What follows belongs to an exercise in optimizing a design on an open flow for small area, a short achievable clock period and few clock cycles; a production flow would make more cautious choices. For this run, only the layout was checked, not whether the RTL still works.

**flow/config.mk**
```make
export PLATFORM = sky130hd
export DESIGN_NAME = arm
export DESIGN_NICKNAME = arm
export VERILOG_FILES = /design/flow/design.v
export SDC_FILE = /design/flow/constraint.sdc
export NUM_CORES = 4
export LEC_CHECK = 0
export CAP_MARGIN = 20
export CORE_MARGIN = 2
export CORE_UTILIZATION = 40
export SLEW_MARGIN = 20
```
**flow/constraint.sdc**
```tcl
create_clock -name core_clock -period 14.0 [get_ports {clk}]
set_input_delay 2.8000 -clock core_clock [delete_from_list [all_inputs] [get_ports {clk}]]
set_output_delay 2.8000 -clock core_clock [all_outputs]
set_load 0.01 [all_outputs]
```
**flow/design.v**
```verilog
`timescale 1ns / 1ps
module flopenr (
	clk,
	reset,
	en,
	d,
	q
);
	parameter WIDTH = 8;
	input wire clk;
	input wire reset;
	input wire en;
	input wire [WIDTH - 1:0] d;
	output reg [WIDTH - 1:0] q;
	always @(posedge clk or posedge reset)
		if (reset)
			q <= 0;
		else if (en)
			q <= d;
endmodule
`timescale 1ns / 1ps
module flopr (
	clk,
	reset,
	d,
	q
);
	parameter WIDTH = 8;
	input wire clk;
	input wire reset;
	input wire [WIDTH - 1:0] d;
	output reg [WIDTH - 1:0] q;
	always @(posedge clk or posedge reset)
		if (reset)
			q <= 0;
		else
			q <= d;
endmodule
`timescale 1ns / 1ps
module flopr2 (
	clk,
	reset,
	d1,
    d2,
	q1,
    q2
);
	parameter WIDTH = 8;
	input wire clk;
	input wire reset;
  input wire [WIDTH - 1:0] d1;
  input wire [WIDTH - 1:0] d2;
  output reg [WIDTH - 1:0] q1;
  output reg [WIDTH - 1:0] q2;
	always @(posedge clk or posedge reset)
      if (reset) begin
			q1 <= 0;
  			q2 <=0;
      end
		else begin
			q1 <= d1;
  			q2 <=d2;
        end
endmodule
`timescale 1ns / 1ps
module mux2 (
	d0,
	d1,
	s,
	y
);
	parameter WIDTH = 8;
	input wire [WIDTH - 1:0] d0;
	input wire [WIDTH - 1:0] d1;
	input wire s;
	output wire [WIDTH - 1:0] y;
	assign y = (s ? d1 : d0);
endmodule
`timescale 1ns / 1ps
module mux3 (
	d0,
	d1,
	d2,
	s,
	y
);
	parameter WIDTH = 8;
	input wire [WIDTH - 1:0] d0;
	input wire [WIDTH - 1:0] d1;
	input wire [WIDTH - 1:0] d2;
	input wire [1:0] s;
	output wire [WIDTH - 1:0] y;
	assign y = (s[1] ? d2 : (s[0] ? d1 : d0));
endmodule
`timescale 1ns / 1ps
module extend (
	Instr,
	ImmSrc,
	ExtImm
);
	input wire [23:0] Instr;
	input wire [1:0] ImmSrc;
	output reg [31:0] ExtImm;
	always @(*)
		case (ImmSrc)
			2'b00: ExtImm = {24'b000000000000000000000000, Instr[7:0]};
			2'b01: ExtImm = {20'b00000000000000000000, Instr[11:0]};
			2'b10: ExtImm = {{6 {Instr[23]}}, Instr[23:0], 2'b00};
			default: ExtImm = 32'b00000000000000000000000000000000;
		endcase
endmodule
`timescale 1ns / 1ps
module regfile (
	clk,
	we3,
	ra1,
	ra2,
	wa3,
	wd3,
	r15,
	rd1,
	rd2
);
	input wire clk;
	input wire we3;
	input wire [3:0] ra1;
	input wire [3:0] ra2;
	input wire [3:0] wa3;
	input wire [31:0] wd3;
	input wire [31:0] r15;
	output wire [31:0] rd1;
	output wire [31:0] rd2;
	reg [31:0] rf [14:0];
	always @(posedge clk)
		if (we3)
			rf[wa3] <= wd3;
	assign rd1 = (ra1 == 4'b1111 ? r15 : rf[ra1]);
	assign rd2 = (ra2 == 4'b1111 ? r15 : rf[ra2]);
endmodule
`timescale 1ns / 1ps
module alu(
input [31:0] a, b,
input [2:0] ALUControl,
output reg [31:0] Result,
output wire [3:0] ALUFlags
 );
wire neg, zero, carry, overflow;
wire [31:0] condinvb;
  wire [32:0] sum;
    assign condinvb = ALUControl[0] ? ~b : b;
    assign sum = a + condinvb + ALUControl[0];
    always @(*) begin
        casex (ALUControl)
          3'b00?: Result = sum[31:0];
            3'b010: Result = a & b;
            3'b011: Result = a | b;
            3'b100: Result = a ^ b;
          	3'b101: Result = b;
          	3'b110: Result = a*b;
            default: Result = 32'b0;
        endcase
    end
assign neg = Result[31];
assign zero = (Result == 32'b0);
  assign carry = (ALUControl[1] == 1'b0) & sum[32];
    assign overflow = (ALUControl[1] == 1'b0) &
      ~(a[31] ^ b[31] ^ ALUControl[0]) &
        (a[31] ^ sum[31]);
assign ALUFlags = {neg, zero, carry, overflow};
endmodule
`timescale 1ns / 1ps
module condcheck (
	input wire [3:0] Cond,
	input wire [3:0] Flags,
	output reg CondEx
);
	wire neg, zero, carry, overflow;
	wire ge;
	assign {neg, zero, carry, overflow} = Flags;
	assign ge = (neg == overflow);
	always @(*) begin
		case (Cond)
			4'b0000: CondEx = zero;
			4'b0001: CondEx = ~zero;
			4'b0010: CondEx = carry;
			4'b0011: CondEx = ~carry;
			4'b0100: CondEx = neg;
			4'b0101: CondEx = ~neg;
			4'b0110: CondEx = overflow;
			4'b0111: CondEx = ~overflow;
			4'b1000: CondEx = carry & ~zero;
			4'b1001: CondEx = ~(carry & ~zero);
			4'b1010: CondEx = ge;
			4'b1011: CondEx = ~ge;
			4'b1100: CondEx = ~zero & ge;
			4'b1101: CondEx = ~(~zero & ge);
			4'b1110: CondEx = 1'b1;
			default: CondEx = 1'b0;
		endcase
	end
endmodule
`timescale 1ns / 1ps
module condlogic (
clk,
reset,
Cond,
ALUFlags,
FlagW,
PCS,
NextPC,
RegW,
MemW,
PCWrite,
RegWrite,
MemWrite
);
input wire clk;
input wire reset;
input wire [3:0] Cond;
input wire [3:0] ALUFlags;
input wire [1:0] FlagW;
input wire PCS;
input wire NextPC;
input wire RegW;
input wire MemW;
output wire PCWrite;
output wire RegWrite;
output wire MemWrite;
wire [1:0] FlagWrite;
wire [3:0] Flags;
wire CondEx;
wire CondEx_reg;
flopenr #(2) flagreg1(
.clk(clk),
.reset(reset),
.en(FlagWrite[1]),
.d(ALUFlags[3:2]),
.q(Flags[3:2])
);
flopenr #(2) flagreg0(
.clk(clk),
.reset(reset),
.en(FlagWrite[0]),
.d(ALUFlags[1:0]),
.q(Flags[1:0])
);
condcheck cc(
.Cond(Cond),
.Flags(Flags),
.CondEx(CondEx)
);
flopr #(1) condExReg(
        .clk(clk),
        .reset(reset),
  		.d(CondEx),
  		.q(CondEx_reg)
        );
assign FlagWrite=FlagW &{2{CondEx}};  
assign RegWrite  = RegW  & CondEx_reg;
assign MemWrite  = MemW  & CondEx_reg;
  assign PCWrite   = NextPC | (PCS & CondEx_reg);
endmodule
`timescale 1ns / 1ps
module mainfsm (
	clk,
	reset,
	Op,
	Funct,
	MulFunct,
	IRWrite,
	AdrSrc,
	ALUSrcA,
	ALUSrcB,
	ResultSrc,
	NextPC,
	RegW,
	MemW,
	Branch,
	ALUOp
);
	input wire clk;
	input wire reset;
	input wire [1:0] Op;
	input wire [5:0] Funct;
	input wire [3:0] MulFunct;
	output wire IRWrite;
	output wire AdrSrc;
	output wire [1:0] ALUSrcA;
	output wire [1:0] ALUSrcB;
	output wire [1:0] ResultSrc;
	output wire NextPC;
	output wire RegW;
	output wire MemW;
	output wire Branch;
	output wire ALUOp;
	reg [3:0] state;
	reg [3:0] nextstate;
	reg [12:0] controls;
	localparam [3:0] FETCH = 0;
	localparam [3:0] BRANCH = 9;
	localparam [3:0] DECODE = 1;
	localparam [3:0] EXECUTEI = 7;
	localparam [3:0] EXECUTER = 6;
	localparam [3:0] MEMADR = 2;
	localparam [3:0] UNKNOWN = 10;
	localparam [3:0] ALUWB=8;
	localparam [3:0] MEMWR=5;
	localparam [3:0] MEMWB=4;
	localparam [3:0] MEMRD=3;
	localparam [3:0] EXECUTEMUL = 11;   
	always @(posedge clk or posedge reset)
		if (reset)
			state <= FETCH;
		else
			state <= nextstate;
	always @(*)
		casex (state)
			FETCH: nextstate = DECODE;
			DECODE:
				case (Op)
					2'b00:
						if (Funct[5:4] == 2'b00 && MulFunct == 4'b1001)   
							nextstate = EXECUTEMUL;
						else if (Funct[5] == 1'b1)
							nextstate = EXECUTEI;
						else
							nextstate = EXECUTER;
					2'b01: nextstate = MEMADR;
					2'b10: nextstate = BRANCH;
					default: nextstate = UNKNOWN;
				endcase
			EXECUTER: nextstate = ALUWB;
			EXECUTEI: nextstate = ALUWB;
			EXECUTEMUL: nextstate = ALUWB;   
			MEMADR:
				if (Funct[0])
					nextstate = MEMRD;
				else 
					nextstate = MEMWR;
			MEMRD: nextstate = MEMWB;
			default: nextstate = FETCH;
		endcase
	always @(*)
		case (state)
			FETCH: controls =  13'b1000101001100;
			DECODE: controls = 13'b0000001001100;
			EXECUTER: controls = 13'b0000000000001;
			EXECUTEI: controls = 13'b0000000000011; 
			EXECUTEMUL: controls = 13'b0001000000001;   
			ALUWB: controls = 13'b0001000000000;
			MEMADR: controls = 13'b0000000000010;
			MEMWR: controls = 13'b0010010000000;
			MEMRD: controls = 13'b0000010000000;
			MEMWB: controls = 13'b0001000100000;
			BRANCH: controls = 13'b0100001000010;
			default: controls = 13'b0000000000000;
		endcase
	assign {NextPC, Branch, MemW, RegW, IRWrite, AdrSrc, ResultSrc, ALUSrcA, ALUSrcB, ALUOp} = controls;
endmodule
`timescale 1ns / 1ps
module decode (
    clk,
    reset,
    Op,
    Funct,
    MulFunct,
    Rd,
    FlagW,
    PCS,
    NextPC,
    RegW,
    MemW,
    IRWrite,
    AdrSrc,
    ResultSrc,
    ALUSrcA,
    ALUSrcB,
    ImmSrc,
    RegSrc,
    ALUControl
);
    input wire clk;
    input wire reset;
    input wire [1:0] Op;
    input wire [5:0] Funct;
    input wire [3:0] MulFunct;
    input wire [3:0] Rd;
    output reg [1:0] FlagW;
    output wire PCS;
    output wire NextPC;
    output wire RegW;
    output wire MemW;
    output wire IRWrite;
    output wire AdrSrc;
    output wire [1:0] ResultSrc;
    output wire [1:0] ALUSrcA;
    output wire [1:0] ALUSrcB;
    output wire [1:0] ImmSrc;
    output wire [1:0] RegSrc;
    output reg [2:0] ALUControl;
    wire Branch;
    wire ALUOp;
    mainfsm fsm (
        .clk(clk),
        .reset(reset),
        .Op(Op),
        .Funct(Funct),
        .MulFunct(MulFunct),
        .IRWrite(IRWrite),
        .AdrSrc(AdrSrc),
        .ALUSrcA(ALUSrcA),
        .ALUSrcB(ALUSrcB),
        .ResultSrc(ResultSrc),
        .NextPC(NextPC),
        .RegW(RegW),
        .MemW(MemW),
        .Branch(Branch),
        .ALUOp(ALUOp)
    );
    always @(*) begin
        if (ALUOp) begin
            if (Funct[5:4] == 2'b00 && MulFunct[3:0] == 4'b1001) begin
                ALUControl = 3'b110;
                FlagW[1] = Funct[0];  
                FlagW[0] = 1'b0;      
            end else begin
                case (Funct[4:1])
                    4'b0000: ALUControl = 3'b010;  
                    4'b0001: ALUControl = 3'b100;  
                    4'b0010: ALUControl = 3'b001;  
                    4'b0100: ALUControl = 3'b000;  
                    4'b0101: ALUControl = 3'b000;  
                    4'b1000: ALUControl = 3'b010;  
                    4'b1011: ALUControl = 3'b000;  
                    4'b1100: ALUControl = 3'b011;  
                    default: ALUControl = 3'b000;
                endcase
                FlagW[1] = Funct[0];  
                case (Funct[4:1])
                    4'b0100, 4'b0010, 4'b1010, 4'b1011:
                        FlagW[0] = Funct[0];  
                    default:
                        FlagW[0] = 1'b0;
                endcase
            end
        end else begin
            ALUControl = 3'b000;
            FlagW = 2'b00;
        end
    end
    assign PCS = ((Rd == 4'b1111) & RegW) | Branch;
    assign ImmSrc = Op;
    assign RegSrc[0] = (Op == 2'b10);
    assign RegSrc[1] = (Op == 2'b01); 
endmodule
`timescale 1ns / 1ps
module controller (
	clk,
	reset,
	Instr,
	InstrMul,
	ALUFlags,
	PCWrite,
	MemWrite,
	RegWrite,
	IRWrite,
	AdrSrc,
	RegSrc,
	ALUSrcA,
	ALUSrcB,
	ResultSrc,
	ImmSrc,
	ALUControl
);
	input wire clk;
	input wire reset;
	input wire [31:12] Instr;
	input wire [3:0] InstrMul;
	input wire [3:0] ALUFlags;
	output wire PCWrite;
	output wire MemWrite;
	output wire RegWrite;
	output wire IRWrite;
	output wire AdrSrc;
	output wire [1:0] RegSrc;
	output wire [1:0] ALUSrcA;
	output wire [1:0] ALUSrcB;
	output wire [1:0] ResultSrc;
	output wire [1:0] ImmSrc;
  output wire [2:0] ALUControl;
	wire [1:0] FlagW;
	wire PCS;
	wire NextPC;
	wire RegW;
	wire MemW;
	decode dec(
		.clk(clk),
		.reset(reset),
		.Op(Instr[27:26]),
		.Funct(Instr[25:20]),
		.MulFunct(InstrMul),
		.Rd(Instr[15:12]),
		.FlagW(FlagW),
		.PCS(PCS),
		.NextPC(NextPC),
		.RegW(RegW),
		.MemW(MemW),
		.IRWrite(IRWrite),
		.AdrSrc(AdrSrc),
		.ResultSrc(ResultSrc),
		.ALUSrcA(ALUSrcA),
		.ALUSrcB(ALUSrcB),
		.ImmSrc(ImmSrc),
		.RegSrc(RegSrc),
		.ALUControl(ALUControl)
	);
	condlogic cl(
		.clk(clk),
		.reset(reset),
		.Cond(Instr[31:28]),
		.ALUFlags(ALUFlags),
		.FlagW(FlagW),
		.PCS(PCS),
		.NextPC(NextPC),
		.RegW(RegW),
		.MemW(MemW),
		.PCWrite(PCWrite),
		.RegWrite(RegWrite),
		.MemWrite(MemWrite)
	);
endmodule
`timescale 1ns / 1ps
module datapath (
	clk,
	reset,
	Adr,
	WriteData,
	ReadData,
	Instr,
	ALUFlags,
	PCWrite,
	RegWrite,
	IRWrite,
	AdrSrc,
	RegSrc,
	ALUSrcA,
	ALUSrcB,
	ResultSrc,
	ImmSrc,
	ALUControl
);
	input wire clk;
	input wire reset;
	output wire [31:0] Adr;
	output wire [31:0] WriteData;
	input wire [31:0] ReadData;
	output wire [31:0] Instr;
	output wire [3:0] ALUFlags;
	input wire PCWrite;
	input wire RegWrite;
	input wire IRWrite;
	input wire AdrSrc;
	input wire [1:0] RegSrc;
	input wire [1:0] ALUSrcA;
	input wire [1:0] ALUSrcB;
	input wire [1:0] ResultSrc;
	input wire [1:0] ImmSrc;
	input wire [2:0] ALUControl;
	wire [31:0] PCNext;
	wire [31:0] PC;
	wire [31:0] ExtImm;
	wire [31:0] SrcA;
	wire [31:0] SrcB;
	wire [31:0] Result;
	wire [31:0] Data;
	wire [31:0] RD1;
	wire [31:0] RD2;
	wire [31:0] A;
	wire [31:0] ALUResult;
	wire [31:0] ALUOut;
	wire [3:0] RA1;
	wire [3:0] RA2;
	wire [3:0] WA3;
	wire [3:0] RA1_sel;
	wire [3:0] RA2_sel;
	wire is_mul;
    assign is_mul = (Instr[27:22] == 6'b000000) && (Instr[7:4] == 4'b1001);
	flopenr #(32) pcreg(.clk(clk),.reset(reset),.en(PCWrite),.d(PCNext),.q(PC));
	mux2 #(32) pcmux(.d0(PC), .d1(Result), .s(AdrSrc),.y(Adr));
	flopenr #(32) rdreg(.clk(clk),.reset(reset),.en(IRWrite),.d(ReadData),.q(Instr));
	flopr #(32) datareg(
		.clk(clk),
		.reset(reset),
		.d(ReadData),
		.q(Data)
	);
    mux2 #(4) ra1mux(
        .d0(is_mul ? Instr[3:0] : Instr[19:16]),   
        .d1(4'b1111),
        .s(RegSrc[0]),
        .y(RA1)
    );
    mux2 #(4) ra2mux(
        .d0(is_mul ? Instr[11:8] : Instr[3:0]),    
        .d1(Instr[15:12]),
        .s(RegSrc[1]),
        .y(RA2)
    );
    regfile rf(
        .clk(clk),
        .we3(RegWrite),
        .ra1(RA1),
        .ra2(RA2),
        .wa3(is_mul ? Instr[19:16] : Instr[15:12]),
        .wd3(Result),
        .r15(Result),
        .rd1(RD1),
        .rd2(RD2)
    );
	extend ext(
		.Instr(Instr[23:0]),
		.ImmSrc(ImmSrc),
		.ExtImm(ExtImm)
	);
	flopr2 #(32) datareg2(
		.clk(clk),
		.reset(reset),
		.d1(RD1),
		.d2(RD2),
		.q1(A),
		.q2(WriteData)
	);
	mux2 #(32) Srcmux(
		.d0(A),
		.d1(PC),
		.s(ALUSrcA[0]),
		.y(SrcA)
	);
	mux3 #(32) Srcbmux (
		.d0(WriteData),
		.d1(ExtImm),
		.d2(32'b100),
		.s(ALUSrcB),
		.y(SrcB));
	alu alu(
		SrcA,
		SrcB,
		ALUControl,
		ALUResult,
		ALUFlags
	);
	flopr #(32) aluR(
		.clk(clk),
		.reset(reset),
		.d(ALUResult),
		.q(ALUOut)
	);
	mux3 #(32) AluOutMux (
		.d0(ALUOut),
		.d1(Data),
		.d2(ALUResult),
		.s(ResultSrc),
		.y(Result));
	assign PCNext = Result;
endmodule
`timescale 1ns / 1ps
module arm (
	clk,
	reset,
	MemWrite,
	Adr,
	WriteData,
	ReadData
);
	input wire clk;
	input wire reset;
	output wire MemWrite;
	output wire [31:0] Adr;
	output wire [31:0] WriteData;
	input wire [31:0] ReadData;
	wire [31:0] Instr;
	wire [3:0] ALUFlags;
	wire PCWrite;
	wire RegWrite;
	wire IRWrite;
	wire AdrSrc;
	wire [1:0] RegSrc;
	wire [1:0] ALUSrcA;
	wire [1:0] ALUSrcB;
	wire [1:0] ImmSrc;
  wire [2:0] ALUControl;
	wire [1:0] ResultSrc;
	controller c(
		.clk(clk),
		.reset(reset),
		.Instr(Instr[31:12]),
		.InstrMul(Instr[7:4]),
		.ALUFlags(ALUFlags),
		.PCWrite(PCWrite),
		.MemWrite(MemWrite),
		.RegWrite(RegWrite),
		.IRWrite(IRWrite),
		.AdrSrc(AdrSrc),
		.RegSrc(RegSrc),
		.ALUSrcA(ALUSrcA),
		.ALUSrcB(ALUSrcB),
		.ResultSrc(ResultSrc),
		.ImmSrc(ImmSrc),
		.ALUControl(ALUControl)
	);
	datapath dp(
		.clk(clk),
		.reset(reset),
		.Adr(Adr),
		.WriteData(WriteData),
		.ReadData(ReadData),
		.Instr(Instr),
		.ALUFlags(ALUFlags),
		.PCWrite(PCWrite),
		.RegWrite(RegWrite),
		.IRWrite(IRWrite),
		.AdrSrc(AdrSrc),
		.RegSrc(RegSrc),
		.ALUSrcA(ALUSrcA),
		.ALUSrcB(ALUSrcB),
		.ResultSrc(ResultSrc),
		.ImmSrc(ImmSrc),
		.ALUControl(ALUControl)
	);
endmodule
```
**flow/run.sh**
```bash
#!/bin/bash
# synth_recipe.tcl (not shown) runs the flow's synth.tcl, then flattens the netlist and writes it again
# the make line also repeats each setting of config.mk as NAME=value (left out here)
make -C /OpenROAD-flow-scripts/flow DESIGN_CONFIG=/design/flow/config.mk WORK_HOME=/design/flow/orfs CLKGATE_MAP_FILE= SYNTH_SCRIPT=/design/flow/synth_recipe.tcl finish
```
==> flow_metrics.py <==
metrics = {
    "setup_path": {
        "worstRegToRegCells": 33,
        "slowest_stage": "clkdlybuf4s50_1",
        "crit_fanout": 12,
        "crit_arrival_ns": 10.94,
        "r2r-end": "c.cl.flagreg1.q[0]",
        "start_kind": "register",
        "r2r-start": "c.dec.fsm.state[1]",
        "worst_setup_path_end_kind": "output port",
        "cp.required_ns": 11.20,
        "max_stage_delay_ns": 0.58,
        "worst-r2r-setup-slack_ns": 2.78,
        "crit_top_cell": "fa_1",
        "crit_family": "adder cells",
        "crit_type": "register to output port",
        "cp_num_buf_inv": 11,
    },
    "sta": {
        "setup_viol": 0,
        "rsz0062_at_grt": "no",
        "skew_ns": 0.0168,
        "setup_tns_ns": 0,
        "fin_crit_sh_pct": 98.1,
        "worst_pin_slew_ns": 1.24,
        "hold_viol_final": 0,
        "max_slew_margin_pct": 17.7,
        "finalWorstSetupSlack_ns": 0.261,
        "clock.fmax_mhz": 72.8,
        "finalMaxSlewViolations": 0,
        "finalCriticalPeriod_ns": 13.74,
    },
    "place": {
        "dp_cells": 6769,
        "portBuffers": 98,
        "dp_slack_ns": 0.207,
        "place_congestion": 1.05,
        "hpwl_um": 156000,
    },
    "synthesis": {
        "syn_area_per_cell_um2": 10.1,
        "synthTopCellsByArea": "edfxtp_1 (28%), fa_1 (16%), dfrtp_1 (9.8%)",
        "syn_inst": 5096,
        "ys_types": 82,
        "synth_nets": 5761,
        "synth_top_area_share_pct": 28.0,
        "ys_seq_area_share_pct": 37.8,
        "synth_edf_count": 480,
        "yosysMostFrequentCell": "nand2_1",
        "synth_common_cells": "nand2_1 (996), edfxtp_1 (480), nor2_1 (472)",
        "synth_area_um2": 51500,
        "ys_seq_elements": 681,
        "synth_top_area_cell": "edfxtp_1",
        "synthArstFlopShare_pct": 29.5,
        "ys_warn_count": 11,
        "synth_ff_type": "edfxtp_1",
    },
    "detailed_routing": {
        "wl_um": 214000,
        "antenna_left": 0,
        "avgRoutedWirePerCell_um": 31.0,
        "via_count": 41900,
        "viasPerCell": 6.06,
        "drt-pass1-iter-count": 8,
        "drcViolationCount": 0,
        "drt-initial-drc-count": 4928,
    },
    "floorplanning": {
        "start_util_pct": 40.3,
        "fp.dieH_um": 363,
        "design.portCount": 99,
        "core_um2": 128000,
        "fp.dieW_um": 363,
        "dieArea_um2": 132000,
        "rows": 131,
    },
    "grt": {
        "grt_use_total_pct": 32.3,
        "grt_pass1_vias": 41500,
        "grt_max_degree": 160,
        "antenna_found_initial": 21,
        "grt_pass1_wl_um": 303000,
        "grt-ovfl-total": 0,
    },
    "cells_and_area": {
        "fin_cells": 6915,
        "drive_above_1_share_pct": 11.7,
        "final_util_pct": 45.4,
        "nets": 5862,
        "area_growth_pct": 12.7,
    },
    "clock_tree": {
        "cts_tree": "built",
        "cts_buffers": 68,
        "clock_sinks": 681,
        "clk_pin_slew_worst_paths_ns": 0.06,
        "insertion_delay_ns": 0.62,
        "htreeDepth": 3,
        "clockBufferDepth": 3,
        "cts_root_buf": "clkbuf_16",
    },
    "outcome": {
        "status": "finished clean",
    },
    "worst_hold_path": {
        "min-delay-start": "dp.rdreg.q[28]",
        "hold_end": "dp.rdreg.q[28]",
        "hp-class": "register to register",
        "holdPathStages": 1,
    },
    "flow_run": {
        "drv_cap": 0,
    },
}
## kinds of logic (layout without fill, tap and decap cells)
| kind of cell | after synthesis | in the layout | synth area share (%) |
|---|---|---|---|
| buffers and inverters | 789 | 941 | 5.77 |
| AOI/OAI and AO/OA | 729 | 729 | 9.95 |
| other | 0 | 5 | 0 |
| xor gates and xnor gates | 126 | 126 | 2.30 |
| and+or+nand+nor | 1886 | 1886 | 15.6 |
| muxes | 254 | 254 | 7.32 |
| DFF | 681 | 681 | 37.8 |
| adders and majority gates | 631 | 631 | 21.3 |
## how the worst max path moves through the flow
stage / startpoint / end / cells past startpoint
3_5_place_dp: c.dec.fsm.state[1] / Adr[31] / 31
3_3_place_gp: c.dec.fsm.state[1] / Adr[31] / 34
6_report: c.dec.fsm.state[1] / Adr[21] / 36
4_1_cts: c.dec.fsm.state[1] / Adr[31] / 32
5_1_grt: c.dec.fsm.state[1] / Adr[31] / 35
2_1_floorplan: c.dec.fsm.state[1] / Adr[31] / 33
## metal layers
layer / global-route usage (%) / vias to the layer above / routed length [µm]
met2: 51.1 / 2416 / 97000
met5: 0 / - / 85
li1: - / 17700 / -
met3: 6.22 / 602 / 20800
met1: 41.5 / 21200 / 81600
met4: 18.6 / 14 / 14800
## per-stage QoR
| stage | hold slack [ns] | area [µm²] |
|---|---|---|
| global route | 0.555 | 58000 |
| floorplan | 0.471 | 51500 |
| CTS | 0.536 | 57700 |
| finish | 0.538 | 58000 |
| global placement | 0.499 | 55400 |
| detailed placement | 0.525 | 55500 |
## registers in the layout, indices dropped and copies added (netlist names)
register and count:
c.dec.fsm.state 4, dp.datareg2.q2 32, c.cl.flagreg0.q 2, dp.pcreg.q 32, c.cl.condExReg.q 1, dp.datareg2.q1 32
c.cl.flagreg1.q 2, dp.datareg.q 32, dp.aluR.q 32, dp.rdreg.q 32, dp.rf.rf 480
## timing repair
item / 4_1_cts / 5_1_grt
setup endpoints to repair: 8 / 13
pin swaps: 1 / 1
hold buffers: 0 / 0
buffers inserted: 5 / 14
endpoints found under the hold margin: 0 / 0
gates resized for setup: 10 / 36
gates cloned: 0 / 1
## worst register-to-register path: cells and delay by family, from the launching register on
family,cells,cell delay [ns]
fa+ha+maj,10,4.64
simple gates,10,3.33
compound gates,6,1.72
buf+inv,6,0.79
flops,1,0.48
mux,1,0.22
## cell type report
class                      instances  area [µm²]
fill                           12100       69700
timing repair inverter             1        5.00
sequential                       681       19400
timing repair buffer             343        2930
tap                             1662        2080
antenna                            5        12.5
clock inverter                    33         303
clock buffer                      88        1870
multi-input combinational       3626       29500
inverter                         476        1820
## placed cells by master, fill, tap and decap left out, types with 91 or more instances in the layout
cell type,count
fa_1,409
mux4_2,91
clkdlybuf4s50_1,98
a311oi_1,120
a21oi_1,111
nand2_1,991
dfrtp_1,200
nor2_1,450
nand3_1,132
o21ai_0,94
inv_1,457
edfxtp_1,480
ha_1,221
buf_4,234

re-timing with driven ports:
How much do the figures lean on ideal ports? The routed layout below was timed once more, with nothing changed but the port constraints.
Step 1 (the two cells are an assumption about what drives the block):
set clk [get_ports {clk}]
set_driving_cell -lib_cell sky130_fd_sc_hd__clkbuf_16 $clk
set_driving_cell -lib_cell sky130_fd_sc_hd__buf_2 [delete_from_list [all_inputs] $clk]
Step 2 also shifts input and output timing later by t, the mid clock arrival at the registers, as if the neighbouring blocks saw the same clock.
Three values: no drivers, after step 1, after step 2; two values: the first two.
t, ns: 0.684
slack for setup (ns): 0.261 / 0.192 / 0.876
worst setup path after step 2: register to output
latest minus earliest clock arrival (ns): 0.017 / 0.017
slew at the worst register clock pin (ns): 0.08 / 0.08
After both steps setup and hold are still met in this run. The setup slack of this run moves by -0.069 ns with the drivers and by +0.615 ns with both steps.
